What follows belongs to an exercise in optimizing a design on an open flow for small area and a short achievable clock period; a production flow would make more cautious choices. Only simulation tests tie the RTL to the original design; equivalence was not proved. No activity file was given, so power comes from the tool's default toggle rates.

File: flow/run.sh
#!/bin/bash
# synth_recipe.tcl (not shown) runs the flow's synth.tcl, then flattens the netlist and writes it again
# the make line also repeats each setting of config.mk as NAME=value (left out here)
make -C /OpenROAD-flow-scripts/flow DESIGN_CONFIG=/design/flow/config.mk WORK_HOME=/design/flow/orfs CLKGATE_MAP_FILE= SYNTH_SCRIPT=/design/flow/synth_recipe.tcl finish
File: flow/constraint.sdc
create_clock -name core_clock -period 12.0 [get_ports {clk}]
set_input_delay 2.4000 -clock core_clock [delete_from_list [all_inputs] [get_ports {clk}]]
set_output_delay 2.4000 -clock core_clock [all_outputs]
set_load 0.01 [all_outputs]
File: flow/config.mk
export PLATFORM = sky130hd
export DESIGN_NAME = CPU
export DESIGN_NICKNAME = CPU
export VERILOG_FILES = /design/flow/design.v
export SDC_FILE = /design/flow/constraint.sdc
export NUM_CORES = 4
export LEC_CHECK = 0
export CAP_MARGIN = 20
export CORE_MARGIN = 2
export CORE_UTILIZATION = 30
export GPL_ROUTABILITY_DRIVEN = 1
export PLACE_DENSITY = 0.42
export SLEW_MARGIN = 20
File: flow/design.v
`timescale 1ns / 1ps
module ALU(
    input [31:0] A,
    input [31:0] B,
    input [3:0] Op,
    output [31:0] C
    );
	wire [4:0] shamt;
	wire [31:0] ShiftTemp;
	assign shamt=A[4:0];
	assign ShiftTemp=$signed(B)>>>shamt;
	assign C=(Op==4'b0000)?(A+B):
				  (Op==4'b0001)?(A-B):
				  (Op==4'b0010)?(A&B):
				  (Op==4'b0011)?(A|B):
				  (Op==4'b0100)?(A^B):
				  (Op==4'b0101)?(~(A|B)):
				  (Op==4'b1000)?(B<<shamt):
				  (Op==4'b1001)?(B>>shamt):
				  (Op==4'b1010)?(ShiftTemp):
				  (Op==4'b1100)?($signed(A)<$signed(B)):
				  (Op==4'b1101)?(A<B):
				  32'hffff_ffff;
endmodule
`timescale 1ns / 1ps
module BJPC(
    input [31:0] PCin,
    output [31:0] PCout,
	 output [31:0] PCplus8,
    input Branch,
    input jump,
    input [31:0] BOffset,
    input [31:0] JAddr
    );
	assign PCplus8=PCin+8;
	assign PCout=(jump)?JAddr:
					 (Branch)?(PCin+4+(BOffset<<2)):
					 (PCin+4);
endmodule
`timescale 1ns / 1ps
module CMP( 
			Br,
			A,
			B,
			Op);
	input [31:0] A;
	input [31:0] B;
	input [2:0] Op;
	output Br;
	assign Br = (Op==3'b000)?(A[31]):
					(Op==3'b001)?(A[31]|(A==32'b0)):
					(Op==3'b010)?(~A[31]&(A!=32'b0)):
					(Op==3'b011)?(~A[31]):
					(Op==3'b100)?(A==B):
					(Op==3'b101)?(A!=B):1'b0;
endmodule
`timescale 1ns / 1ps
module CP0( 
			IntReq,
			Dout,
			EPC,
			clk,
			rst,
			Addr,
			We,
			Din,
			PC,
			HWInt,
			EXLClr);
	input clk;
	input rst;
	input [4:0] Addr;
	input We;
	input [31:0] Din;
	input [31:0] PC;
	input [15:10] HWInt;
	input EXLClr;
	output IntReq;
	output [31:0] Dout;
	output reg [31:0] EPC;
	reg [15:10] IP;
	reg [15:10] IM;
	reg EXL,IE;
	wire [31:0] SR,Cause,PRId;
	assign IntReq=(|(HWInt&IM))&~EXL&IE;
	always @(posedge clk) begin
		if (rst) begin
			IM<=6'b111111;
			EXL<=1'b0;
			IE<=1'b1;	
		end
		else if (IntReq) begin
			EXL<=1'b1;
		end
		else if (EXLClr) begin
			EXL<=1'b0;
		end
		else if(We&&(Addr==5'd12)) begin
			IM<=Din[15:10];
			EXL<=Din[1];
			IE<=Din[0];
		end 
	end
	assign SR={16'b0,IM,8'b0,EXL,IE};
	always @(posedge clk) begin
		if (rst) begin
			IP<=6'b0;			
		end
		else if (IntReq) begin
			IP<=HWInt;
		end		
	end
	assign Cause={16'b0,IP,10'b0};
	always @(posedge clk) begin
		if (rst) begin
			EPC<=32'b0;			
		end
		else if (IntReq) begin
			EPC<=PC;
		end
		else if(We&&(Addr==5'd14)) begin
			EPC<=Din;
		end
	end
	assign PRId = 32'h14061139;
	assign Dout = (Addr==5'd12)?SR:
				  (Addr==5'd13)?Cause:
				  (Addr==5'd14)?EPC:
				  (Addr==5'd15)?PRId:
				  32'b0;
endmodule
`timescale 1ns / 1ps
module DMIN( 
			WDOut,
			DMWe,
			BE,
			WDIn,
			Addr,
			MemWrite);
	input [31:0] WDIn;
	input [1:0] Addr;
	input [1:0] MemWrite;
	output [31:0] WDOut;
	output DMWe;
	output [3:0] BE;
	wire sw,sh,sb;
	assign sw=(MemWrite==2'b11);
	assign sh=(MemWrite==2'b01);
	assign sb=(MemWrite==2'b10);
	assign BE[3]=sw|(sh&Addr[1])|(sb&Addr[1]&Addr[0]);
	assign BE[2]=sw|(sh&Addr[1])|(sb&Addr[1]&~Addr[0]);
	assign BE[1]=sw|(sh&~Addr[1])|(sb&~Addr[1]&Addr[0]);
	assign BE[0]=sw|(sh&~Addr[1])|(sb&~Addr[1]&~Addr[0]);
	assign DMWe=sw|sh|sb;
	assign WDOut=(sw)?WDIn:
				 (sh)?(Addr[1]?{WDIn[15:0],16'b0}:{16'b0,WDIn[15:0]}):
				 (sb)?((Addr==2'b00)?{24'b0,WDIn[7:0]}:
				 	   (Addr==2'b01)?{16'b0,WDIn[7:0],8'b0}:
				 	   (Addr==2'b10)?{8'b0,WDIn[7:0],16'b0}:
				 	   {Addr==2'b11}?{WDIn[7:0],24'b0}:
				 	   32'b0):
				 32'b0;
endmodule
`timescale 1ns / 1ps
module EXT(
    input [15:0] imm16,
    input [1:0] EXTOp,
    output [31:0] imm32
    );
	assign imm32=(EXTOp==2'b00)?{16'b0,imm16}:
					 (EXTOp==2'b01)?{{16{imm16[15]}},imm16}:
					 ((EXTOp==2'b10)||(EXTOp==2'b11))?{imm16,16'b0}:
					 32'hffff_ffff;
endmodule
`timescale 1ns / 1ps
module HazardUnit( 
			Forward_rs_D,
			Forward_rs_E,
			Forward_rt_D,
			Forward_rt_E,
			Forward_rt_M,
			stall_D,
			stall_E,
			RegWrite_E,
			RegWrite_M,
			RegWrite_W,
			RegWriteSrcE_E,
			RegWriteSrcM_E,
			RegWriteSrcM_M,
			RFA3_E,
			RFA3_M,
			RFA3_W,
			rs_D,
			rs_E,
			rt_D,
			rt_E,
			rt_M,
			rsUseInID_D,
			rsUseInEXE_D,
			rsUseInEXE_E,
			rtUseInID_D,
			rtUseInEXE_D,
			rtUseInEXE_E,
			MnDStart_E,
			MnDBusy_E,
			MnDWe_D,
			MnDMove_D,
			MnDStart_D);
	input RegWrite_E,RegWrite_M,RegWrite_W;
	input [1:0] RegWriteSrcE_E,RegWriteSrcM_M,RegWriteSrcM_E;
	input [4:0] RFA3_E,RFA3_M,RFA3_W;
	input [4:0] rs_D,rs_E;
	input [4:0] rt_D,rt_E,rt_M;
	input rsUseInID_D,rsUseInEXE_D,rsUseInEXE_E;
	input rtUseInID_D,rtUseInEXE_D,rtUseInEXE_E;
	input MnDStart_E,MnDBusy_E;
	input MnDWe_D,MnDMove_D,MnDStart_D;
	output reg [1:0] Forward_rs_D,Forward_rs_E;
	output reg [1:0] Forward_rt_D,Forward_rt_E;
	output reg Forward_rt_M;
	output reg stall_D,stall_E;
	always@(*)
		begin
			if(RegWrite_E&&rs_D==RFA3_E&&RFA3_E!=5'b0&&RegWriteSrcE_E==2'b11)			 
				Forward_rs_D=2'b01;										
			else if(RegWrite_M&&rs_D==RFA3_M&&RFA3_M!=5'b0&&RegWriteSrcM_M==2'b11) 		 
				Forward_rs_D=2'b10;										
			else
				Forward_rs_D=2'b00; 							 
			if(RegWrite_E&&rt_D==RFA3_E&&RFA3_E!=5'b0&&RegWriteSrcE_E==2'b11)
				Forward_rt_D=2'b01;
			else if(RegWrite_M&&rt_D==RFA3_M&&RFA3_M!=5'b0&&RegWriteSrcM_M==2'b11)
				Forward_rt_D=2'b10;
			else
				Forward_rt_D=2'b00;
			if(RegWrite_M&&rs_E==RFA3_M&&RFA3_M!=5'b0&&RegWriteSrcM_M==2'b11) 			 
				Forward_rs_E=2'b01; 											 
			else if(RegWrite_W&&rs_E==RFA3_W&&RFA3_W!=5'b0)										 
				Forward_rs_E=2'b10;											 
			else
				Forward_rs_E=2'b00; 							 
			if(RegWrite_M&&rt_E==RFA3_M&&RFA3_M!=5'b0)
				Forward_rt_E=2'b01;
			else if(RegWrite_W&&rt_E==RFA3_W&&RFA3_W!=5'b0)
				Forward_rt_E=2'b10;
			else
				Forward_rt_E=2'b00;
			if(RegWrite_W&&rt_M==RFA3_W&&RFA3_W!=5'b0) 			 
				Forward_rt_M=1; 								 
			else
				Forward_rt_M=0;
			if(RegWrite_E&&rs_D==RFA3_E&&RFA3_E!=5'b0&&RegWriteSrcE_E!=2'b11&&rsUseInID_D)
				stall_D=1;
			else if(RegWrite_M&&rs_D==RFA3_M&&RFA3_M!=5'b0&&RegWriteSrcM_M!=2'b11&&rsUseInID_D)
				stall_D=1;
			else if(RegWrite_E&&rt_D==RFA3_E&&RFA3_E!=5'b0&&RegWriteSrcE_E!=2'b11&&rtUseInID_D)
				stall_D=1;
			else if(RegWrite_M&&rt_D==RFA3_M&&RFA3_M!=5'b0&&RegWriteSrcM_M!=2'b11&&rtUseInID_D)
				stall_D=1;
			else if((MnDStart_E||MnDBusy_E)&&(MnDWe_D||MnDMove_D||MnDStart_D))		 
				stall_D=1;
			else if(RegWrite_E && RegWriteSrcM_E!=2'b11 &&
			   ((rsUseInEXE_D && RFA3_E==rs_D && rs_D!=5'b0)||
			   	(rtUseInEXE_D && RFA3_E==rt_D && rt_D!=5'b0)))
				stall_D=1;
			else
				stall_D=0;
			if(RegWrite_M&&rs_E==RFA3_M&&RFA3_M!=5'b0&&RegWriteSrcM_M!=2'b11&&rsUseInEXE_E)
				stall_E=1;
			else if(RegWrite_M&&rt_E==RFA3_M&&RFA3_M!=5'b0&&RegWriteSrcM_M!=2'b11&&rtUseInEXE_E)
				stall_E=1;
			else
				stall_E=0;
		end
endmodule
`timescale 1ns / 1ps
module LOADOUT( 
			Dout,
			A,
			Din,
			Op);
	input [1:0] A;
	input [31:0] Din;
	input [2:0] Op;
	output [31:0] Dout;
	wire lh,lb,lhu,lbu;
	wire [7:0] Byte;
	wire [15:0] Half;
	assign Byte=(A==2'b00)?Din[7:0]:
				(A==2'b01)?Din[15:8]:
				(A==2'b10)?Din[23:16]:
				(A==2'b11)?Din[31:24]:
				8'b0;
	assign Half=(A[1])?Din[31:16]:Din[15:0];
	assign lb=(Op==3'b010);
	assign lh=(Op==3'b100);
	assign lbu=(Op==3'b001);
	assign lhu=(Op==3'b011);
	assign Dout = (lbu)?{24'b0,Byte}:
				  (lhu)?{16'b0,Half}:
				  (lb)?{{24{Byte[7]}},Byte}:
				  (lh)?{{16{Half[15]}},Half}:
				  Din;
endmodule
`timescale 1ns / 1ps
module MULandDIV( 
			Busy,
			HI,
			LO,
			clk,
			rst,
			D1,
			D2,
			HiLo,
			Op,
			Start,
			We);
	input clk,rst;
	input [31:0] D1,D2;
	input HiLo;
	input [1:0] Op;
	input Start;
	input We;
	output reg Busy;
	output reg [31:0] HI,LO;
	reg [31:0] SrcA,SrcB;
	reg [5:0] count;
	reg [1:0] OpReg;
	wire [63:0] SignedMulTemp,UnsignedMulTemp;
	wire [31:0] SignedDivTempQ,SignedDivTempR;
	wire [31:0] UnsignedDivTempQ,UnsignedDivTempR;
	reg [31:0] DivR,DivQ;
	wire DivSigned = OpReg[0];
	wire [31:0] DivBMag = (DivSigned&SrcB[31])?(-SrcB):SrcB;
	wire [32:0] DivRShift = {DivR,DivQ[31]};
	wire [32:0] DivDiff = DivRShift-{1'b0,DivBMag};
	wire DivNegQ = DivSigned&(SrcA[31]^SrcB[31]);
	wire DivNegR = DivSigned&SrcA[31];
	assign UnsignedMulTemp = SrcA*SrcB;
	assign SignedMulTemp = $signed(SrcA)*$signed(SrcB);
	assign UnsignedDivTempQ = DivQ;
	assign UnsignedDivTempR = DivR;
	assign SignedDivTempQ = DivNegQ?(-DivQ):DivQ;
	assign SignedDivTempR = DivNegR?(-DivR):DivR;
	always@(posedge clk)
		begin
			if(rst)
				begin 
					HI<=32'b0;
					LO<=32'b0;
					Busy<=1'b0;
					count<=4'b0;
					SrcA<=0;
					SrcB<=0;
				end
			else if(We)
				begin
					if(HiLo)
						HI<=D1;
					else
						LO<=D1;
				end
			else if(Start==1'b1 && Busy==1'b0)
				begin
					SrcA<=D1;
					SrcB<=D2;				
					Busy<=1'b1;
					OpReg<=Op;
					DivR<=32'b0;
					DivQ<=(Op[0]&D1[31])?(-D1):D1;
				end
			else if(Busy==1'b1)
				begin
					if(OpReg[1]&&count<6'd32)
						begin
							if(!DivDiff[32])
								begin
									DivR<=DivDiff[31:0];
									DivQ<={DivQ[30:0],1'b1};
								end
							else
								begin
									DivR<=DivRShift[31:0];
									DivQ<={DivQ[30:0],1'b0};
								end
						end
					if(OpReg==2'b00)
						begin
							if(count==6'd10)
								begin
									{HI,LO}<=UnsignedMulTemp;						
									count<=4'b0;
									Busy<=1'b0;
								end
							else 
								count<=count+1;
						end
					else if(OpReg==2'b01)
						begin
							if(count==6'd10)
								begin
									{HI,LO}<=SignedMulTemp;						
									count<=4'b0;
									Busy<=1'b0;
								end
							else 
								count<=count+1;
						end						
					else if(OpReg==2'b10)
						begin
							if(count==6'd40)
								begin
									if(SrcB!=32'b0)
										begin
											HI<=UnsignedDivTempR;
											LO<=UnsignedDivTempQ;
										end									
									count<=4'b0;
									Busy<=1'b0;
								end
							else 
								count<=count+1;
						end
					else if(OpReg==2'b11)
						begin
							if(count==6'd40)
								begin
									if(SrcB!=32'b0)
										begin
											HI<=SignedDivTempR;
											LO<=SignedDivTempQ;
										end								
									count<=4'b0;
									Busy<=1'b0;
								end
							else 
								count<=count+1;
						end	
				end
		end
endmodule
`timescale 1ns / 1ps
module PC(
    input clk,
    input rst,
    input en,
    input [31:0] nextPC,
    output reg [31:0] currentPC
    );
	always@(posedge clk)
		begin
			if(rst)
				currentPC<=32'h0000_3000;
			else if(en)
				currentPC<=nextPC;
		end
endmodule
`timescale 1ns / 1ps
module PR_EXE_MEM( 
			ALUResult_M,
			RD2_M,
			RFA3_M,
			rt_M,
			RFWDE_M,
			MemWrite_M,
			LoadOp_M,
			RegWrite_M,
			RegWriteSrcE_M,
			RegWriteSrcM_M,
			HI_M,
			LO_M,
			currentPC_M,
			rd_M,
			EXLClr_M,
			CP0_We_M,
			BorJ_M,
			clk,
			PR_EXE_MEM_Clr,
			ALUResult_E,
			RD2_Forward_E,
			RFA3_E,
			rt_E,
			RFWD_E,
			MemWrite_E,
			LoadOp_E,
			RegWrite_E,
			RegWriteSrcE_E,
			RegWriteSrcM_E,
			HI_E,
			LO_E,
			currentPC_E,
			rd_E,
			EXLClr_E,
			CP0_We_E,
			BorJ_E);
	input clk;
	input PR_EXE_MEM_Clr;
	input [31:0]ALUResult_E;
	input [31:0]RD2_Forward_E;
	input [4:0]RFA3_E;
	input [4:0]rt_E;
	input [31:0]RFWD_E;
	input [1:0] MemWrite_E;
	input [2:0] LoadOp_E;
	input RegWrite_E;
	input [1:0] RegWriteSrcE_E;
	input [1:0] RegWriteSrcM_E;
	input [31:0] HI_E;
	input [31:0] LO_E;
	input [31:0] currentPC_E;
	input [4:0] rd_E;
	input EXLClr_E;
	input CP0_We_E;
	input BorJ_E;
	output reg [31:0]ALUResult_M;
	output reg [31:0]RD2_M;
	output reg [4:0]RFA3_M;
	output reg [4:0]rt_M;
	output reg [31:0]RFWDE_M;
	output reg [1:0] MemWrite_M;
	output reg [2:0] LoadOp_M;
	output reg RegWrite_M;
	output reg [1:0] RegWriteSrcE_M;
	output reg [1:0] RegWriteSrcM_M;
	output reg [31:0] HI_M;
	output reg [31:0] LO_M;
	output reg [31:0] currentPC_M;
	output reg [4:0] rd_M;
	output reg EXLClr_M;
	output reg CP0_We_M;
	output reg BorJ_M;
	always@(posedge clk)
		begin
			if(PR_EXE_MEM_Clr)
				begin
					RegWrite_M<=1'b0;
					MemWrite_M<=2'b0;
					currentPC_M<=currentPC_E;
				end
			else
				begin
					ALUResult_M<=ALUResult_E;
					RD2_M<=RD2_Forward_E;
					RFA3_M<=RFA3_E;
					rt_M<=rt_E;
					RFWDE_M<=RFWD_E;
					MemWrite_M<=MemWrite_E;
					LoadOp_M<=LoadOp_E;
					RegWrite_M<=RegWrite_E;
					RegWriteSrcE_M<=RegWriteSrcE_E;
					RegWriteSrcM_M<=RegWriteSrcM_E;
					HI_M<=HI_E;
					LO_M<=LO_E;
					currentPC_M<=currentPC_E;
					EXLClr_M<=EXLClr_E;
					CP0_We_M<=CP0_We_E;
					rd_M<=rd_E;	
					BorJ_M<=BorJ_E;				
				end
		end
endmodule
`timescale 1ns / 1ps
module PR_ID_EXE( 
			ALUSrcA_E,
			ALUSrcB_E,
			shamt_E,
			ALUOp_E,
			MemWrite_E,
			LoadOp_E,
			RegWrite_E,
			RegWriteSrcD_E,
			RegWriteSrcE_E,
			RegWriteSrcM_E,
			RD1_E,
			RD2_E,
			imm32_E,
			rs_E,
			rt_E,
			RFA3_E,
			PCplus8_E,
			rsUseInEXE_E,
			rtUseInEXE_E,
			MnDOp_E,
			MnDWe_E,
			MnDStart_E,
			MnDHiLo_E,
			currentPC_E,
			EXLClr_E,
			CP0_We_E,
			rd_E,
			BorJ_E,
			clk,
			PR_ID_EXE_En,
			PR_ID_EXE_Clr,
			RD1_Forward_D,
			RD2_Forward_D,
			imm32_D,
			rs_D,
			rt_D,
			RFA3_D,
			PCplus8_D,
			ALUSrcA_D,
			ALUSrcB_D,
			shamt_D,
			ALUOp_D,
			MemWrite_D,
			LoadOp_D,
			RegWrite_D,
			RegWriteSrcD_D,
			RegWriteSrcE_D,
			RegWriteSrcM_D,
			rsUseInEXE_D,
			rtUseInEXE_D,
			MnDOp_D,
			MnDWe_D,
			MnDStart_D,
			MnDHiLo_D,
			currentPC_D,
			rd_D,
			EXLClr_D,
			CP0_We_D,
			BorJ_D);
	input clk;
	input PR_ID_EXE_En;
	input PR_ID_EXE_Clr;
	input [31:0] RD1_Forward_D,RD2_Forward_D,imm32_D;
	input [4:0] rs_D,rt_D,RFA3_D;
	input [31:0] PCplus8_D;
	input ALUSrcA_D;
	input ALUSrcB_D;
	input [4:0] shamt_D;
	input [3:0] ALUOp_D;
	input [1:0] MemWrite_D;
	input [2:0] LoadOp_D;
	input RegWrite_D;
	input RegWriteSrcD_D;
	input [1:0] RegWriteSrcE_D;
	input [1:0] RegWriteSrcM_D;
	input rsUseInEXE_D,rtUseInEXE_D;
	input [1:0] MnDOp_D;
	input MnDWe_D;
	input MnDStart_D;
	input MnDHiLo_D;
	input [31:0] currentPC_D;
	input [4:0] rd_D;
	input EXLClr_D;
	input CP0_We_D;
	input BorJ_D;
	output reg ALUSrcA_E;
	output reg ALUSrcB_E;
	output reg [4:0] shamt_E;
	output reg [3:0] ALUOp_E;
	output reg [1:0] MemWrite_E;
	output reg [2:0] LoadOp_E;
	output reg RegWrite_E;
	output reg RegWriteSrcD_E;
	output reg [1:0] RegWriteSrcE_E;
	output reg [1:0] RegWriteSrcM_E;
	output reg [31:0] RD1_E,RD2_E,imm32_E;
	output reg [4:0] rs_E,rt_E,RFA3_E;
	output reg [31:0] PCplus8_E;
	output reg rsUseInEXE_E,rtUseInEXE_E;
	output reg [1:0] MnDOp_E;
	output reg MnDWe_E;
	output reg MnDStart_E;
	output reg MnDHiLo_E;
	output reg [31:0] currentPC_E;
	output reg EXLClr_E;
	output reg CP0_We_E;
	output reg [4:0] rd_E;
	output reg BorJ_E;
	always@(posedge clk)
		begin
			if (PR_ID_EXE_Clr)
				begin
					RegWrite_E<=1'b0;
					MemWrite_E<=2'b0;
					MnDStart_E<=1'b0;
					MnDWe_E<=1'b0;
					rs_E<=5'b0;
					rt_E<=5'b0;
					RFA3_E<=5'b0;
					currentPC_E<=currentPC_D;
				end
			else if(PR_ID_EXE_En)
				begin
					RD1_E<=RD1_Forward_D;
					RD2_E<=RD2_Forward_D;
					imm32_E<=imm32_D;
					rs_E<=rs_D;
					rt_E<=rt_D;
					RFA3_E<=RFA3_D;
					PCplus8_E<=PCplus8_D;
					ALUSrcA_E<=ALUSrcA_D;
					ALUSrcB_E<=ALUSrcB_D;
					shamt_E<=shamt_D;
					ALUOp_E<=ALUOp_D;
					MemWrite_E<=MemWrite_D;
					LoadOp_E<=LoadOp_D;
					RegWrite_E<=RegWrite_D;
					RegWriteSrcD_E<=RegWriteSrcD_D;
					RegWriteSrcE_E<=RegWriteSrcE_D;
					RegWriteSrcM_E<=RegWriteSrcM_D;
					rsUseInEXE_E<=rsUseInEXE_D;
					rtUseInEXE_E<=rtUseInEXE_D;
					MnDOp_E<=MnDOp_D;
					MnDWe_E<=MnDWe_D;
					MnDStart_E<=MnDStart_D;
					MnDHiLo_E<=MnDHiLo_D;
					currentPC_E<=currentPC_D;
					EXLClr_E<=EXLClr_D;
					CP0_We_E<=CP0_We_D;
					rd_E<=rd_D;
					BorJ_E<=BorJ_D;
				end
		end
endmodule
`timescale 1ns / 1ps
module PR_IF_ID( 
			Instr_D,
			currentPC_D,
			clk,
			rst,
			PR_IF_ID_Clr,
			PR_IF_ID_En,
			Instr_F,
			currentPC_F);
	input clk,rst;
	input PR_IF_ID_Clr;
	input PR_IF_ID_En;
	input [31:0]Instr_F;
	input [31:0]currentPC_F;
	output reg [31:0]Instr_D;
	output reg [31:0]currentPC_D;
	always@(posedge clk)
		begin
			if(PR_IF_ID_Clr||rst)
				begin
					Instr_D<=32'h0000_0000;
					currentPC_D<=32'h0000_3000;
				end
			else if(PR_IF_ID_En)
				begin
					Instr_D<=Instr_F;
					currentPC_D<=currentPC_F;
				end
		end
endmodule
`timescale 1ns / 1ps
module PR_MEM_WB( 
			LoadOut_W,
			ByteAddr_W,
			RFA3_W,
			RFWDM_W,
			RegWrite_W,
			RegWriteSrcM_W,
			LoadOp_W,
			CP0_Out_W,
			currentPC_W,
			BorJ_W,
			EXLClr_W,
			clk,
			PR_MEM_WB_Clr,
			LoadOut_M,
			ByteAddr_M,
			RFA3_M,
			RFWD_M,
			RegWrite_M,
			RegWriteSrcM_M,
			LoadOp_M,
			CP0_Out_M,
			currentPC_M,
			BorJ_M,
			EXLClr_M);
	input clk;
	input PR_MEM_WB_Clr;
	input [31:0] LoadOut_M;
	input [1:0] ByteAddr_M;
	input [4:0] RFA3_M;
	input [31:0] RFWD_M;
	input RegWrite_M;
	input [1:0] RegWriteSrcM_M;
	input [2:0] LoadOp_M;
	input [31:0] CP0_Out_M;
	input [31:0] currentPC_M;
	input BorJ_M;
	input EXLClr_M;
	output reg [31:0] LoadOut_W;
	output reg [1:0] ByteAddr_W;
	output reg [4:0] RFA3_W;
	output reg [31:0] RFWDM_W;
	output reg RegWrite_W;
	output reg [1:0] RegWriteSrcM_W;
	output reg [2:0] LoadOp_W;
	output reg [31:0] CP0_Out_W;
	output reg [31:0] currentPC_W;
	output reg BorJ_W;
	output reg EXLClr_W;
	always@(posedge clk)
		begin
			if(PR_MEM_WB_Clr)
				begin
					RegWrite_W<=0;
				end
			else
				begin
					LoadOut_W<=LoadOut_M;
					ByteAddr_W<=ByteAddr_M;
					RFA3_W<=RFA3_M;
					RFWDM_W<=RFWD_M;
					RegWrite_W<=RegWrite_M;
					RegWriteSrcM_W<=RegWriteSrcM_M;
					LoadOp_W<=LoadOp_M;
					CP0_Out_W<=CP0_Out_M;	
					currentPC_W<=currentPC_M;
					BorJ_W<=BorJ_M;
					EXLClr_W<=EXLClr_M;
				end
		end
endmodule
`timescale 1ns / 1ps
module RegFile(
    input Clk,
    input Rst,
    input [4:0] A1,
    input [4:0] A2,
    input [4:0] A3,
    input [31:0] WD,
    input We,
    output [31:0] RD1,
    output [31:0] RD2
    );
	reg [31:0] GPR[1:31];
	integer i;
	always@(posedge Clk)
		begin
			if(Rst)
				for(i=1;i<32;i=i+1)
					GPR[i]<=32'b0;
			else if(We&&A3!=5'b0)
				begin
					GPR[A3]<=WD;
				end
		end
	assign RD1=(A1==5'b0)?32'b0:
			   (We==1&&A1==A3)?WD:GPR[A1];
	assign RD2=(A2==5'b0)?32'b0:
			   (We==1&&A2==A3)?WD:GPR[A2];
endmodule
`timescale 1ns / 1ps
module Controller( 
			RegWrite,
			jump,
			JumpSrc,
			RegWriteSrcD,
			RegWriteSrcE,
			RegWriteSrcM,
			Branch,
			CMPOp,
			MemWrite,
			LoadOp,
			ALUOp,
			ALUSrcB,
			ALUSrcA,
			RegDst,
			EXTOp,
			rsUseInID,
			rsUseInEXE,
			rtUseInID,
			rtUseInEXE,
			MnDOp,
			MnDWe,
			MnDStart,
			MnDHiLo,
			MnDMove,
			EXLClr,
			CP0_We,
			op,
			funct,
			rs,
			rt);
	input [5:0] op,funct;
	input [4:0] rs,rt;
	output RegWrite,jump,JumpSrc;
	output RegWriteSrcD;
	output [1:0] RegWriteSrcE;
	output [1:0] RegWriteSrcM;
	output Branch;
	output [2:0] CMPOp;
	output [1:0] MemWrite;
	output [2:0] LoadOp;
	output [3:0] ALUOp;
	output ALUSrcB,ALUSrcA;
	output [1:0] RegDst,EXTOp;
	output rsUseInID,rsUseInEXE;
	output rtUseInID,rtUseInEXE;
	output [1:0] MnDOp;
	output MnDWe,MnDStart,MnDHiLo,MnDMove;
	output EXLClr,CP0_We;
	wire R,add,addu,sub,subu,And,Or,Xor,Nor,sll,srl,sra,sllv,srlv,srav,slt,sltu,jr,jalr;
	wire R_Shift,R_Arithmetic;
	wire addi,addiu,andi,ori,xori,lui,slti,sltiu,I_Arithmetic;
	wire lw,lh,lb,lhu,lbu,Load;
	wire sw,sh,sb,Store;
	wire beq,bne,bltz,blez,bgtz,bgez,branch,REGIMM;
	wire j,jal;
	wire mult,multu,div,divu,mfhi,mflo,mthi,mtlo;
	wire COP0,eret,mfc0,mtc0;
	assign R    =(op==6'b000000);
	assign add  =R&(funct==6'b100000);
	assign addu =R&(funct==6'b100001);
	assign sub  =R&(funct==6'b100010);
	assign subu =R&(funct==6'b100011); 
	assign And  =R&(funct==6'b100100);
	assign Or   =R&(funct==6'b100101);
	assign Xor  =R&(funct==6'b100110);
	assign Nor  =R&(funct==6'b100111);
	assign sll  =R&(funct==6'b000000);
	assign srl  =R&(funct==6'b000010);
	assign sra  =R&(funct==6'b000011);
	assign sllv =R&(funct==6'b000100);
	assign srlv =R&(funct==6'b000110);
	assign srav =R&(funct==6'b000111);
	assign slt  =R&(funct==6'b101010);	
	assign sltu =R&(funct==6'b101011);
	assign mult =R&(funct==6'b011000);
	assign multu=R&(funct==6'b011001);
	assign div  =R&(funct==6'b011010);
	assign divu =R&(funct==6'b011011);
	assign mfhi =R&(funct==6'b010000);
	assign mflo =R&(funct==6'b010010);
	assign mthi =R&(funct==6'b010001);
	assign mtlo =R&(funct==6'b010011);
	assign R_Shift=sll|srl|sra|sllv|srlv|srav;
	assign R_Arithmetic=add|addu|sub|subu|And|Or|Xor|Nor|sllv|srlv|srav|slt|sltu;
	assign jr   =R&(funct==6'b001000);
	assign jalr =R&(funct==6'b001001);
	assign addi =(op==6'b001000);
	assign addiu=(op==6'b001001);
	assign andi =(op==6'b001100);
	assign ori  =(op==6'b001101);
	assign xori =(op==6'b001110);
	assign lui  =(op==6'b001111);
	assign slti =(op==6'b001010);
	assign sltiu=(op==6'b001011);
	assign I_Arithmetic=addi|addiu|andi|ori|xori|lui|slti|sltiu;
	assign lw   =(op==6'b100011);
	assign lh   =(op==6'b100001);
	assign lb   =(op==6'b100000);
	assign lhu  =(op==6'b100101);
	assign lbu  =(op==6'b100100);
	assign sw   =(op==6'b101011);
	assign sh   =(op==6'b101001);
	assign sb   =(op==6'b101000);
	assign Load=lw|lh|lb|lhu|lbu;
	assign Store=sw|sh|sb;
	assign REGIMM=(op==6'b000001);
	assign beq  =(op==6'b000100);
	assign bne  =(op==6'b000101);
	assign bltz =REGIMM&(rt==5'b00000);
	assign blez =(op==6'b000110);
	assign bgtz =(op==6'b000111);
	assign bgez =REGIMM&(rt==5'b00001);
	assign branch=beq|bne|bltz|blez|bgtz|bgez;
	assign j    =(op==6'b000010);
	assign jal  =(op==6'b000011);
	assign COP0 =(op==6'b010000);
	assign eret =COP0&(funct==6'b011000);
	assign mfc0 =COP0&(rs==5'b00000);
	assign mtc0 =COP0&(rs==5'b00100);
	assign RegDst[1]=jal;
	assign RegDst[0]=I_Arithmetic|Load|mfc0;
	assign RegWrite=R_Arithmetic|R_Shift|I_Arithmetic|Load|jal|jalr|mfhi|mflo|mfc0;
	assign ALUSrcB=I_Arithmetic|Load|Store;
	assign ALUSrcA=sll|srl|sra;
	assign ALUOp[3]=R_Shift|slt|sltu|slti|sltiu;
	assign ALUOp[2]=Xor|Nor|xori|slt|sltu|slti|sltiu;
	assign ALUOp[1]=And|andi|Or|ori|sra|srav;
	assign ALUOp[0]=sub|subu|Or|ori|Nor|beq|srl|srlv|sltu|sltiu;
	assign EXTOp[1]=lui;
	assign EXTOp[0]=addi|addiu|slti|sltiu|Load|Store|branch;
	assign CMPOp[2]=beq|bne;
	assign CMPOp[1]=bgtz|bgez;
	assign CMPOp[0]=bne|blez|bgez;
	assign RegWriteSrcD=jal|jalr;
	assign RegWriteSrcE[1]=jal|jalr|lui|mfhi;
	assign RegWriteSrcE[0]=jal|jalr|lui|mflo;
	assign RegWriteSrcM[1]=~Load;
	assign RegWriteSrcM[0]=~Load&~mfc0;
	assign MemWrite[1]=sw|sb;
	assign MemWrite[0]=sw|sh;
	assign LoadOp[2]=lh;
	assign LoadOp[1]=lb|lhu;
	assign LoadOp[0]=lhu|lbu;
	assign Branch=branch;
	assign jump=j|jr|jal|jalr;
	assign JumpSrc=jr|jalr;
	assign rsUseInID=branch|jr|jalr;
	assign rtUseInID=beq|bne;
	assign rsUseInEXE=R_Arithmetic|I_Arithmetic|Load|Store|mult|multu|div|divu|mthi|mtlo;
	assign rtUseInEXE=R_Arithmetic|sll|srl|sra|mult|multu|div|divu|mtc0;
	assign MnDOp[1] = div|divu;
	assign MnDOp[0] = mult|div;
	assign MnDWe = mthi|mtlo;
	assign MnDStart = mult|multu|div|divu;
	assign MnDHiLo = mthi;
	assign MnDMove = mfhi|mflo;
	assign EXLClr = eret;
	assign CP0_We = mtc0;
endmodule
`timescale 1ns / 1ps
module CPU(
    input clk,
    input rst,
    input [31:0] PrRD,
    input [15:10] HWInt,
    output [31:0] PrAddr,
    output [31:0] PrWD,
    output PrWe,
    output [12:2] IAddr,
    input [31:0] IRD,
    output [11:2] DAddr,
    output [3:0] DBE,
    output [31:0] DWD,
    output DWe,
    input [31:0] DRD
    );
	wire [31:0]currentPC_F,nextPC_F,NormalnextPC_F,eretPC_F;
	wire [31:0]Instr_F;
	wire NormalPCSrc_F;
	wire [1:0] PCSrc_F;
	wire [31:0]IMaddr_F;
	wire [31:0]Instr_D;
	wire [5:0] op_D,funct_D;
	wire [4:0] rs_D,rt_D,rd_D;
	wire [4:0] shamt_D;
	wire [15:0]imm16_D;
	wire [25:0]imm26_D;
	wire [31:0]currentPC_D,PCplus8_D;
	wire [31:0]JAddr_D,JImm_D;
	wire [31:0]BorJPC_D;
	wire BorJ_D;
	wire CMPResult_D;
	wire [31:0] RD1_D,RD2_D;
	wire [4:0] RFA3_D;
	wire [31:0] RD1_Forward_D,RD2_Forward_D;
	wire [31:0]imm32_D;
	wire [31:0]currentPC_E;
	wire [31:0] RD1_E,RD2_E,imm32_E;
	wire [31:0] RD1_Forward_E,RD2_Forward_E;
	wire [4:0] rs_E,rt_E,rd_E,RFA3_E;
	wire [31:0] ALUinA_E,ALUinB_E;
	wire [4:0] shamt_E;
	wire [31:0] ALUResult_E;
	wire [31:0] PCplus8_E;
	wire [31:0] RFWD_E;
	wire MnDBusy_E;
	wire [31:0] HI_E,LO_E;
	wire BorJ_E;
	wire [31:0]currentPC_M;
	wire [31:0]ALUResult_M;
	wire [31:0]RD2_M,RD2_Forward_M;
	wire [4:0]RFA3_M;
	wire [4:0]rt_M,rd_M;
	wire [31:0] DMRD_M;
	wire [31:0] RFWD_M,RFWDE_M;
	wire DMWe_M;
	wire [31:0] DMWD_M;
	wire [3:0] BE_M;
	wire [31:0] DMlowAddr_M;
	wire [31:0] HI_M,LO_M;
	wire [31:0] LoadOut_M;
	wire [1:0] ByteAddr_M;
	wire BorJ_M;
	wire [31:0]LoadOut_W;
	wire [31:0]LoadResult_W;
	wire [31:0]DMRD_W;
	wire [1:0] ByteAddr_W;
	wire [4:0]RFA3_W;
	wire [31:0]RFWD_W,RFWDM_W;
	wire [31:0] currentPC_W;
	wire BorJ_W;
	wire [1:0]EXTOp_D;
	wire Branch_D; 
	wire jump_D;
	wire JumpSrc_D;
	wire [1:0]RegDst_D;
	wire ALUSrcA_D;
	wire ALUSrcB_D;
	wire [3:0]ALUOp_D;
	wire [1:0]MemWrite_D;
	wire [2:0]LoadOp_D;
	wire RegWrite_D;
	wire RegWriteSrcD_D;
	wire [1:0]RegWriteSrcE_D;
	wire [1:0]RegWriteSrcM_D;
	wire rsUseInID_D,rsUseInEXE_D;
	wire rtUseInID_D,rtUseInEXE_D;
	wire [2:0] CMPOp_D;
	wire [1:0] MnDOp_D;
	wire MnDWe_D,MnDStart_D,MnDHiLo_D,MnDMove_D;
	wire EXLClr_D;
	wire CP0_We_D;
	wire ALUSrcA_E;
	wire ALUSrcB_E;
	wire [3:0]ALUOp_E;
	wire [1:0]MemWrite_E;
	wire [2:0]LoadOp_E;
	wire RegWrite_E;
	wire RegWriteSrcD_E;
	wire [1:0]RegWriteSrcE_E;
	wire [1:0]RegWriteSrcM_E;
	wire rsUseInEXE_E;
	wire rtUseInEXE_E;
	wire [1:0] MnDOp_E;
	wire MnDWe_E,MnDStart_E,MnDHiLo_E;
	wire EXLClr_E;
	wire CP0_We_E;
	wire [1:0]MemWrite_M;
	wire [2:0]LoadOp_M;
	wire RegWrite_M;
	wire [1:0]RegWriteSrcE_M;
	wire [1:0]RegWriteSrcM_M;
	wire EXLClr_M;
	wire CP0_We_M;
	wire RegWrite_W;
	wire [1:0]RegWriteSrcM_W;
	wire [2:0]LoadOp_W;
	wire EXLClr_W;
	wire [1:0] Forward_rs_D,Forward_rs_E;
	wire [1:0] Forward_rt_D,Forward_rt_E;
	wire Forward_rt_M;
	wire stall_D,stall_E;
	wire PC_En;
	wire PR_IF_ID_En,PR_ID_EXE_En;
	wire PR_IF_ID_Clr,PR_ID_EXE_Clr,PR_EXE_MEM_Clr,PR_MEM_WB_Clr;
	wire IntReq;
	wire [31:0] CP0_Out_M,CP0_Out_W; 
	wire [31:0] CP0_PCin;
	wire [31:0] EPC;
	assign NormalPCSrc_F=(Branch_D&CMPResult_D)|jump_D;
	assign NormalnextPC_F=(NormalPCSrc_F)?BorJPC_D:(currentPC_F+4);
	assign eretPC_F=(CP0_We_E&&(rd_E==5'd14))?RD2_Forward_E:
					(CP0_We_M&&(rd_M==5'd14))?RD2_Forward_M:
					EPC;
	assign PCSrc_F[1]=IntReq|EXLClr_D;
	assign PCSrc_F[0]=EXLClr_D;	
	assign nextPC_F=(PCSrc_F[1]==1'b1)?
						((PCSrc_F[0]==1'b1)?eretPC_F:32'h0000_4180):
						NormalnextPC_F;
	assign IMaddr_F=currentPC_F-32'h0000_3000;
	PC PC(.clk(clk),.rst(rst),.en(PC_En),.nextPC(nextPC_F),.currentPC(currentPC_F));
	assign IAddr=IMaddr_F[12:2];
	assign Instr_F=IRD;
PR_IF_ID IF_ID( 
			.Instr_D(Instr_D[31:0]),
			.currentPC_D(currentPC_D[31:0]),
			.clk(clk),
			.rst(rst),
			.PR_IF_ID_Clr(PR_IF_ID_Clr),
			.PR_IF_ID_En(PR_IF_ID_En),
			.Instr_F(Instr_F[31:0]),
			.currentPC_F(currentPC_F[31:0]));
	assign op_D=Instr_D[31:26];
	assign funct_D=Instr_D[5:0];
	assign rs_D=Instr_D[25:21];
	assign rt_D=Instr_D[20:16];
	assign rd_D=Instr_D[15:11];
	assign shamt_D=Instr_D[10:6];
	assign imm16_D=Instr_D[15:0];
	assign imm26_D=Instr_D[25:0];
	RegFile RF(.Clk(clk),.Rst(rst),.A1(rs_D),.A2(rt_D),.A3(RFA3_W),
				  .WD(RFWD_W),.We(RegWrite_W),.RD1(RD1_D),.RD2(RD2_D));
	assign RD1_Forward_D=(Forward_rs_D==2'b01)?RFWD_E:
						 (Forward_rs_D==2'b10)?RFWD_M:
						 RD1_D;
	assign RD2_Forward_D=(Forward_rt_D==2'b01)?RFWD_E:
						 (Forward_rt_D==2'b10)?RFWD_M:
						 RD2_D;
	EXT EXT(.imm16(imm16_D),.EXTOp(EXTOp_D),.imm32(imm32_D));
	assign JImm_D={currentPC_D[31:28],imm26_D,2'b00};
	assign JAddr_D=(JumpSrc_D)?RD1_Forward_D:JImm_D;
	CMP CMP(.A(RD1_Forward_D),.B(RD2_Forward_D),.Op(CMPOp_D),.Br(CMPResult_D));
	BJPC BJPC(.PCin(currentPC_D),.PCout(BorJPC_D),.PCplus8(PCplus8_D),
				 .Branch(Branch_D),.jump(jump_D),.BOffset(imm32_D),.JAddr(JAddr_D));
	assign BorJ_D = Branch_D|jump_D;
	assign RFA3_D=(RegDst_D[1])?5'b11111:
				  (RegDst_D[0])?rt_D:rd_D;
PR_ID_EXE ID_EXE( 
			.ALUSrcA_E(ALUSrcA_E),
			.ALUSrcB_E(ALUSrcB_E),
			.shamt_E(shamt_E[4:0]),
			.ALUOp_E(ALUOp_E[3:0]),
			.MemWrite_E(MemWrite_E[1:0]),
			.LoadOp_E(LoadOp_E[2:0]),
			.RegWrite_E(RegWrite_E),
			.RegWriteSrcD_E(RegWriteSrcD_E),
			.RegWriteSrcE_E(RegWriteSrcE_E[1:0]),
			.RegWriteSrcM_E(RegWriteSrcM_E[1:0]),
			.RD1_E(RD1_E[31:0]),
			.RD2_E(RD2_E[31:0]),
			.imm32_E(imm32_E[31:0]),
			.rs_E(rs_E[4:0]),
			.rt_E(rt_E[4:0]),
			.RFA3_E(RFA3_E[4:0]),
			.PCplus8_E(PCplus8_E[31:0]),
			.rsUseInEXE_E(rsUseInEXE_E),
			.rtUseInEXE_E(rtUseInEXE_E),
			.MnDOp_E(MnDOp_E[1:0]),
			.MnDWe_E(MnDWe_E),
			.MnDStart_E(MnDStart_E),
			.MnDHiLo_E(MnDHiLo_E),
			.currentPC_E(currentPC_E[31:0]),
			.EXLClr_E(EXLClr_E),
			.CP0_We_E(CP0_We_E),
			.rd_E(rd_E[4:0]),
			.BorJ_E(BorJ_E),
			.clk(clk),
			.PR_ID_EXE_En(PR_ID_EXE_En),
			.PR_ID_EXE_Clr(PR_ID_EXE_Clr),
			.RD1_Forward_D(RD1_Forward_D[31:0]),
			.RD2_Forward_D(RD2_Forward_D[31:0]),
			.imm32_D(imm32_D[31:0]),
			.rs_D(rs_D[4:0]),
			.rt_D(rt_D[4:0]),
			.RFA3_D(RFA3_D[4:0]),
			.PCplus8_D(PCplus8_D[31:0]),
			.ALUSrcA_D(ALUSrcA_D),
			.ALUSrcB_D(ALUSrcB_D),
			.shamt_D(shamt_D[4:0]),
			.ALUOp_D(ALUOp_D[3:0]),
			.MemWrite_D(MemWrite_D[1:0]),
			.LoadOp_D(LoadOp_D[2:0]),
			.RegWrite_D(RegWrite_D),
			.RegWriteSrcD_D(RegWriteSrcD_D),
			.RegWriteSrcE_D(RegWriteSrcE_D[1:0]),
			.RegWriteSrcM_D(RegWriteSrcM_D[1:0]),
			.rsUseInEXE_D(rsUseInEXE_D),
			.rtUseInEXE_D(rtUseInEXE_D),
			.MnDOp_D(MnDOp_D[1:0]),
			.MnDWe_D(MnDWe_D),
			.MnDStart_D(MnDStart_D),
			.MnDHiLo_D(MnDHiLo_D),
			.currentPC_D(currentPC_D[31:0]),
			.rd_D(rd_D[4:0]),
			.EXLClr_D(EXLClr_D),
			.CP0_We_D(CP0_We_D),
			.BorJ_D(BorJ_D));
	assign RD1_Forward_E=(Forward_rs_E==2'b01)?RFWD_M:
						 (Forward_rs_E==2'b10)?RFWD_W:
						 RD1_E;
	assign RD2_Forward_E=(Forward_rt_E==2'b01)?RFWD_M:
						 (Forward_rt_E==2'b10)?RFWD_W:
						 RD2_E;
	assign ALUinA_E=(ALUSrcA_E)?({26'b0,shamt_E}):RD1_Forward_E;
	assign ALUinB_E=(ALUSrcB_E)?imm32_E:RD2_Forward_E;
	assign RFWD_E=(RegWriteSrcD_E)?PCplus8_E:imm32_E;
	ALU ALU(.A(ALUinA_E),.B(ALUinB_E),.Op(ALUOp_E),.C(ALUResult_E));
	MULandDIV MULandDIV( 
			.Busy(MnDBusy_E),
			.HI(HI_E),
			.LO(LO_E),
			.clk(clk),
			.rst(rst),
			.D1(RD1_Forward_E),
			.D2(RD2_Forward_E),
			.HiLo(MnDHiLo_E),
			.Op(MnDOp_E),
			.Start(MnDStart_E&(~IntReq)),
			.We(MnDWe_E&(~IntReq)));
PR_EXE_MEM EXE_MEM( 
			.ALUResult_M(ALUResult_M[31:0]),
			.RD2_M(RD2_M[31:0]),
			.RFA3_M(RFA3_M[4:0]),
			.rt_M(rt_M[4:0]),
			.RFWDE_M(RFWDE_M[31:0]),
			.MemWrite_M(MemWrite_M[1:0]),
			.LoadOp_M(LoadOp_M[2:0]),
			.RegWrite_M(RegWrite_M),
			.RegWriteSrcE_M(RegWriteSrcE_M[1:0]),
			.RegWriteSrcM_M(RegWriteSrcM_M[1:0]),
			.HI_M(HI_M[31:0]),
			.LO_M(LO_M[31:0]),
			.currentPC_M(currentPC_M[31:0]),
			.rd_M(rd_M[4:0]),
			.EXLClr_M(EXLClr_M),
			.CP0_We_M(CP0_We_M),
			.BorJ_M(BorJ_M),
			.clk(clk),
			.PR_EXE_MEM_Clr(PR_EXE_MEM_Clr),
			.ALUResult_E(ALUResult_E[31:0]),
			.RD2_Forward_E(RD2_Forward_E[31:0]),
			.RFA3_E(RFA3_E[4:0]),
			.rt_E(rt_E[4:0]),
			.RFWD_E(RFWD_E[31:0]),
			.MemWrite_E(MemWrite_E[1:0]),
			.LoadOp_E(LoadOp_E[2:0]),
			.RegWrite_E(RegWrite_E),
			.RegWriteSrcE_E(RegWriteSrcE_E[1:0]),
			.RegWriteSrcM_E(RegWriteSrcM_E[1:0]),
			.HI_E(HI_E[31:0]),
			.LO_E(LO_E[31:0]),
			.currentPC_E(currentPC_E[31:0]),
			.rd_E(rd_E[4:0]),
			.EXLClr_E(EXLClr_E),
			.CP0_We_E(CP0_We_E),
			.BorJ_E(BorJ_E));
	assign RD2_Forward_M=(Forward_rt_M)?RFWD_W:RD2_M;
	assign RFWD_M=(RegWriteSrcE_M==2'b00)?ALUResult_M:
				  (RegWriteSrcE_M==2'b01)?LO_M:
				  (RegWriteSrcE_M==2'b10)?HI_M:
				  RFWDE_M;
	assign DMlowAddr_M=ALUResult_M;
	assign ByteAddr_M=DMlowAddr_M[1:0];
	assign PrWD = RD2_Forward_M;
	assign PrAddr = DMlowAddr_M;
	assign PrWe = (MemWrite_M[1]&MemWrite_M[0])&(~IntReq);
	DMIN DMIN(.WDOut(DMWD_M),
			  .DMWe(DMWe_M),
			  .BE(BE_M),
			  .WDIn(RD2_Forward_M),
			  .Addr(DMlowAddr_M[1:0]),
			  .MemWrite(MemWrite_M));
	assign DAddr=DMlowAddr_M[11:2];
	assign DBE=BE_M;
	assign DWD=DMWD_M;
	assign DWe=DMWe_M&(~IntReq)&(DMlowAddr_M[31:8]!=24'h0000_7f);
	assign DMRD_M=DRD;
	assign LoadOut_M = (DMlowAddr_M[31:8]==24'h0000_7f)?PrRD:DMRD_M;
PR_MEM_WB MEM_WB( 
			.LoadOut_W(LoadOut_W[31:0]),
			.ByteAddr_W(ByteAddr_W[1:0]),
			.RFA3_W(RFA3_W[4:0]),
			.RFWDM_W(RFWDM_W[31:0]),
			.RegWrite_W(RegWrite_W),
			.RegWriteSrcM_W(RegWriteSrcM_W[1:0]),
			.LoadOp_W(LoadOp_W[2:0]),
			.CP0_Out_W(CP0_Out_W[31:0]),
			.currentPC_W(currentPC_W[31:0]),
			.BorJ_W(BorJ_W),
			.EXLClr_W(EXLClr_W),
			.clk(clk),
			.PR_MEM_WB_Clr(PR_MEM_WB_Clr),
			.LoadOut_M(LoadOut_M[31:0]),
			.ByteAddr_M(ByteAddr_M[1:0]),
			.RFA3_M(RFA3_M[4:0]),
			.RFWD_M(RFWD_M[31:0]),
			.RegWrite_M(RegWrite_M),
			.RegWriteSrcM_M(RegWriteSrcM_M[1:0]),
			.LoadOp_M(LoadOp_M[2:0]),
			.CP0_Out_M(CP0_Out_M[31:0]),
			.currentPC_M(currentPC_M[31:0]),
			.BorJ_M(BorJ_M),
			.EXLClr_M(EXLClr_M));
	LOADOUT LOADOUT( 
			.Dout(LoadResult_W),
			.A(ByteAddr_W),
			.Din(LoadOut_W),
			.Op(LoadOp_W));
	assign RFWD_W=(RegWriteSrcM_W[1])?
					((RegWriteSrcM_W[0])?RFWDM_W:CP0_Out_W):
					LoadResult_W;
Controller Controller( 
			.RegWrite(RegWrite_D),
			.jump(jump_D),
			.JumpSrc(JumpSrc_D),
			.RegWriteSrcD(RegWriteSrcD_D),
			.RegWriteSrcE(RegWriteSrcE_D),
			.RegWriteSrcM(RegWriteSrcM_D),
			.Branch(Branch_D),
			.CMPOp(CMPOp_D),
			.MemWrite(MemWrite_D),
			.LoadOp(LoadOp_D),
			.ALUOp(ALUOp_D),
			.ALUSrcB(ALUSrcB_D),
			.ALUSrcA(ALUSrcA_D),
			.RegDst(RegDst_D),
			.EXTOp(EXTOp_D),
			.rsUseInID(rsUseInID_D),
			.rsUseInEXE(rsUseInEXE_D),
			.rtUseInID(rtUseInID_D),
			.rtUseInEXE(rtUseInEXE_D),
			.MnDOp(MnDOp_D),
			.MnDWe(MnDWe_D),
			.MnDStart(MnDStart_D),
			.MnDHiLo(MnDHiLo_D),
			.MnDMove(MnDMove_D),
			.EXLClr(EXLClr_D),
			.CP0_We(CP0_We_D),
			.op(op_D),
			.funct(funct_D),
			.rs(rs_D),
			.rt(rt_D));
HazardUnit HazardUnit( 
			.Forward_rs_D(Forward_rs_D[1:0]),
			.Forward_rs_E(Forward_rs_E[1:0]),
			.Forward_rt_D(Forward_rt_D[1:0]),
			.Forward_rt_E(Forward_rt_E[1:0]),
			.Forward_rt_M(Forward_rt_M),
			.stall_D(stall_D),
			.stall_E(stall_E),
			.RegWrite_E(RegWrite_E),
			.RegWrite_M(RegWrite_M),
			.RegWrite_W(RegWrite_W),
			.RegWriteSrcE_E(RegWriteSrcE_E[1:0]),
			.RegWriteSrcM_M(RegWriteSrcM_M[1:0]),
			.RegWriteSrcM_E(RegWriteSrcM_E[1:0]),
			.RFA3_E(RFA3_E[4:0]),
			.RFA3_M(RFA3_M[4:0]),
			.RFA3_W(RFA3_W[4:0]),
			.rs_D(rs_D[4:0]),
			.rs_E(rs_E[4:0]),
			.rt_D(rt_D[4:0]),
			.rt_E(rt_E[4:0]),
			.rt_M(rt_M[4:0]),
			.rsUseInID_D(rsUseInID_D),
			.rsUseInEXE_D(rsUseInEXE_D),
			.rsUseInEXE_E(rsUseInEXE_E),
			.rtUseInID_D(rtUseInID_D),
			.rtUseInEXE_D(rtUseInEXE_D),
			.rtUseInEXE_E(rtUseInEXE_E),
			.MnDStart_E(MnDStart_E),
			.MnDBusy_E(MnDBusy_E),
			.MnDWe_D(MnDWe_D),
			.MnDMove_D(MnDMove_D),
			.MnDStart_D(MnDStart_D));
	assign PC_En=(~(stall_D|stall_E))|IntReq;
	assign PR_IF_ID_En=~(stall_D|stall_E);
	assign PR_ID_EXE_En=~stall_E;
	assign PR_IF_ID_Clr=rst|IntReq|EXLClr_D;
	assign PR_ID_EXE_Clr=stall_D&~stall_E|IntReq;
	assign PR_EXE_MEM_Clr=stall_E|IntReq;
	assign PR_MEM_WB_Clr=(IntReq&~EXLClr_E);
	assign CP0_PCin = (BorJ_W)?currentPC_W:
					  (EXLClr_E)?currentPC_F:
					  (EXLClr_M)?currentPC_D:
					  (EXLClr_W)?currentPC_E:
					  currentPC_M;
	CP0 CP0( 
			.IntReq(IntReq),
			.Dout(CP0_Out_M),
			.EPC(EPC[31:0]),
			.clk(clk),
			.rst(rst),
			.Addr(rd_M),
			.We(CP0_We_M&(~IntReq)),
			.Din(RD2_Forward_M),
			.PC(CP0_PCin),
			.HWInt(HWInt),
			.EXLClr(EXLClr_D));
endmodule
==> results.txt <==
• 226 — Port Buffers
• 10.2 sq um — average instance area after synthesis
• flop — sort of element at the start of the critical path
• RF.GPR — Largest Register
• 608000 microns — DPL Wire Length
• 0.109 — complex-gate fraction of the synthesized area
• MULandDIV.SrcA[7] — Reg-to-Reg Start
• sky130_fd_sc_hd__fa_1 — cell seen most often among critical-path stages
• 0.165 sq mm — area of the mapped netlist
• 13.2 mW — Int Pwr
• 140 — maximum number of pins on one net before global-route repair
• 7 — first-pass detailed-route iteration total
• MULandDIV.HI[30] — Worst R2R End
• 18200 — count of nets after finishing
• 808000 microns — Routed Wire Length
• 0.102 — mux share of post-synthesis cell area
• 272 — number of standard-cell rows in the floorplan
• 74.9 nW — Static Leak
• 17700 — Detailed Route Iter0 Violations
• 0 — final hold viol count
• adder cells — main combinational cell family by area after synthesis
• 0.301 — starting density of the core
• 12780 ps — data required time at the worst endpoint
• 0 — Resize count post-CTS
• 0.365 — clock share of power
• 56200 — number of fillers in the final layout
• 0.144 mV — largest voltage drop on the vdd net
• 11040 ps — data arrival time of the worst path
• 960 ps — Slowest Stage Delay on Critical Path
• 0 — final-report setup violation count
• 0 — number of nets still failing antenna checks after routing
• 16200 — cell count after synthesis
• 240 — clock buffer count from CTS
• 0 — max-cap viol count
• 34.3 microns — average wire length per cell after detail routing
• 0.284 — total routing usage reported by global routing
• 1.00 — RD Place Congestion
• 0 — total congestion overflow after global routing
• 7.20 mW — switching power total
• 1030 ps — clock insertion delay at the later pin of the skew report
• 745 microns — x dimension of the die
• 117 — Distinct cells, synth
• 1390 ps — slew at the pin with the worst max-slew slack
• 1740 ps — Worst R2R Setup Slack
• sky130_fd_sc_hd__clkbuf_16 — buffer cell driving the clock tree root
• 133 ps — Max Clock Skew
• 0.135 — basic-gate share of the synthesized area counting and, or, nand and nor cells
• 1952 — FF+latch count, synth
• 1110000 microns — first-pass GRT wire length
• reg -> reg — worst hold-check path type
• sky130_fd_sc_hd__a2111oi_1 — critical-path cell with the highest stage delay
• 60 ps — Clk pin slew, worst setup/hold paths
• 0.352 — switching share of power
• 0 — number of remaining DRC errors
• sky130_fd_sc_hd__edfxtp_1 — Synth Flop Type
• 0.855 — Final Cycle Share
• 0 — number of hold-repair buffers added at the cts stage
• 132 — number of antenna violations at the first check in global routing
• ID_EXE.currentPC_E[28] — hold_sp
• 0 — number of cells traversed by the worst hold path
• reg -> reg — type of the worst setup path
• 0.337 — final design utilization
• 1024 — flip-flop count of the largest register after layout
• 0.335 — sequential share of the synthesized area
• 130000 — number of global-route vias before repair
• 0.0704 — worst slew margin relative to its limit
• finished clean — run status
• flop — critical path capture point type
• 0.116 — share of final-layout standard cells stronger than drive strength 1
• 5.64 — via density per instance
• 9 — Yosys warnings
• 10260 ps — final critical path time including I/O delays and setup
• false — setup repair after global routing missed its margin
• 0 — number of pins exceeding their max-slew limit in the final report
• 0.555 sq mm — area of the die
• 0 — Synth async-reset ratio
• sky130_fd_sc_hd__edfxtp_1 — cell accounting for the most synthesized area
• 4 — Clock H-tree levels
• 4 — number of buffers on the longest clock path
• 133000 — vias post-DR
• 1952 — total clock sinks
• 0.548 sq mm — Placeable Area
• 227 — number of I/O pins
• built — TritonCTS clock tree
• 0.221 — synthesized-area fraction occupied by adder cells
• 11.9% — post-synthesis to final-layout area growth
• 0.236 — Comb pwr share
• 0.398 — part of the total power dissipated in sequential elements
• 745 microns — Die Y
• 97.4 MHz — Max Fclk
• 29 — reg2reg path depth
• 0 — Post CTS Setup Buffer Count
• 0.293 — Synth top area share
• 0.0245 — Post-Synth XOR/XNOR Area
• 16 — CP max FO
• 1609 — Post-synth EDFFs
• sky130_fd_sc_hd__edfxtp_1 (29%), sky130_fd_sc_hd__fa_1 (18%), sky130_fd_sc_hd__mux4_2 (6.4%) — top post-synthesis cells by area
• 0 ps — total negative slack
• EXE_MEM.currentPC_M[28] — endpoint of the worst hold path
• 111 mW/mm^2 — total power divided by cell area
-- layout by cell type, fill, tap and decap left out, types with 436 or more instances in the layout --
cell type	count
sky130_fd_sc_hd__nor2_1	1881
sky130_fd_sc_hd__a21oi_1	724
sky130_fd_sc_hd__and2_1	582
sky130_fd_sc_hd__inv_1	1850
sky130_fd_sc_hd__buf_4	542
sky130_fd_sc_hd__ha_1	556
sky130_fd_sc_hd__o21ai_0	436
sky130_fd_sc_hd__mux4_2	467
sky130_fd_sc_hd__fa_1	1475
sky130_fd_sc_hd__mux2i_1	468
sky130_fd_sc_hd__nand2_1	1317
sky130_fd_sc_hd__edfxtp_1	1609
-- power by group through the flow --
stage | Sequential (mW) | Clock, mW | Combinational (mW)
floorplan | 8.00 | 0 | 2.38
global placement | 8.25 | 0 | 4.63
detailed placement | 8.25 | 0 | 4.62
CTS | 8.11 | 7.50 | 4.63
global route | 8.14 | 7.73 | 4.88
finish | 8.13 | 7.46 | 4.83
-- logic make-up after synthesis --
kind of cell | count (synthesis)
buffers and inverters | 3038
AO/OA/AOI/OAI | 2696
adder cells (fa/ha/maj) | 2032
flip-flops | 1952
multiplexers | 1084
other | 1
AND/OR/NAND/NOR | 4899
XOR/XNOR | 461
-- worst max path at each step --
stage / start / to / slack (ps) / cells past startpoint
final: MULandDIV.SrcA[7] / MULandDIV.HI[30] / 1740 / 29
after global routing: MULandDIV.SrcB[5] / MULandDIV.HI[30] / 1300 / 28
after CTS: MULandDIV.SrcB[7] / MULandDIV.HI[30] / 1820 / 27
after global placement: MULandDIV.SrcB[7] / MULandDIV.HI[26] / 2030 / 27
after floorplan: HWInt[13] / ID_EXE.ALUOp_E[0] / 1650 / 7
after detailed placement: MULandDIV.SrcB[7] / MULandDIV.HI[30] / 1960 / 27
-- through the flow --
step	instance area (sq um)	hold WS [ps]	cells	setup WS (ps)	power, mW
2_1_floorplan	165000	348	16200	1650	10.4
3_3_place_gp	176000	351	23100	2030	12.9
3_5_place_dp	177000	354	23100	1960	12.9
4_1_cts	184000	355	23500	1820	20.2
5_1_grt	184000	373	23500	1300	20.8
6_report	184000	355	23600	1740	20.4
-- cells in the mapped netlist (all sizes together), types with 139 or more instances --
cell type,instances
and2,589
o21ai,473
nand3,179
a22oi,157
nand2,1371
clkbuf,849
xnor2,270
edfxtp,1609
inv,1859
xor2,191
mux2i,478
a21oi,736
fa,1476
buf,320
nor2,1894
dfxtp,343
a211oi,233
mux4,467
nor3,206
mux2,139
ha,556
-- final cells by class --
cell class                 count  area (sq um)  share of cell area
clock inverter               135          1170             0.00636
tap                         7261          9080              0.0493
timing repair buffer         782          6610              0.0358
antenna                       70           175            0.000950
sequential                  1952         55300               0.300
multi-input combinational  11200         98600               0.535
clock buffer                 310          6520              0.0353
inverter                    1869          7020              0.0381
-- critical path, delay by kind of cell (launching register included) --
family                     cells  cell delay [ps]
AOI/OAI and AO/OA             13             4230
adders and majority gates      9             3900
and+or+nand+nor                2              440
DFF                            1              860
buffers and inverters          5              570
-- layer usage --
layer	wire length [microns]	global-route usage	share of wire
met3	83100	0.0707	0.10
met2	339000	0.414	0.42
met1	346000	0.399	0.43
met5	368	0	0.00046
met4	39700	0.119	0.049

==> port drivers added, routing unchanged <==
The flow's constraints put no driver on any port. The routed layout listed below was extracted and timed again, unchanged, in two steps. Step 1, drivers: a clkbuf_16 drives clk and a buf_2 each remaining input, both assumed. Step 2 times the ports against the registers' clock, not the clock port: input delays grow and output delays shrink by t, the midpoint of the rising clock arrivals with the driver on. Three values: no drivers, after step 1, after step 2; two values: the first two.
shift t [ns]: 1.103
setup WS [ns]: 1.738 / 1.738 / 1.738
worst register clock-pin slew, ns: 0.08 / 0.08
pins driven straight from the clock port: 1
After both steps setup and hold are still met in this run. For this run, drivers alone change the setup slack by 0.000 ns; drivers and shift together by 0.000 ns.
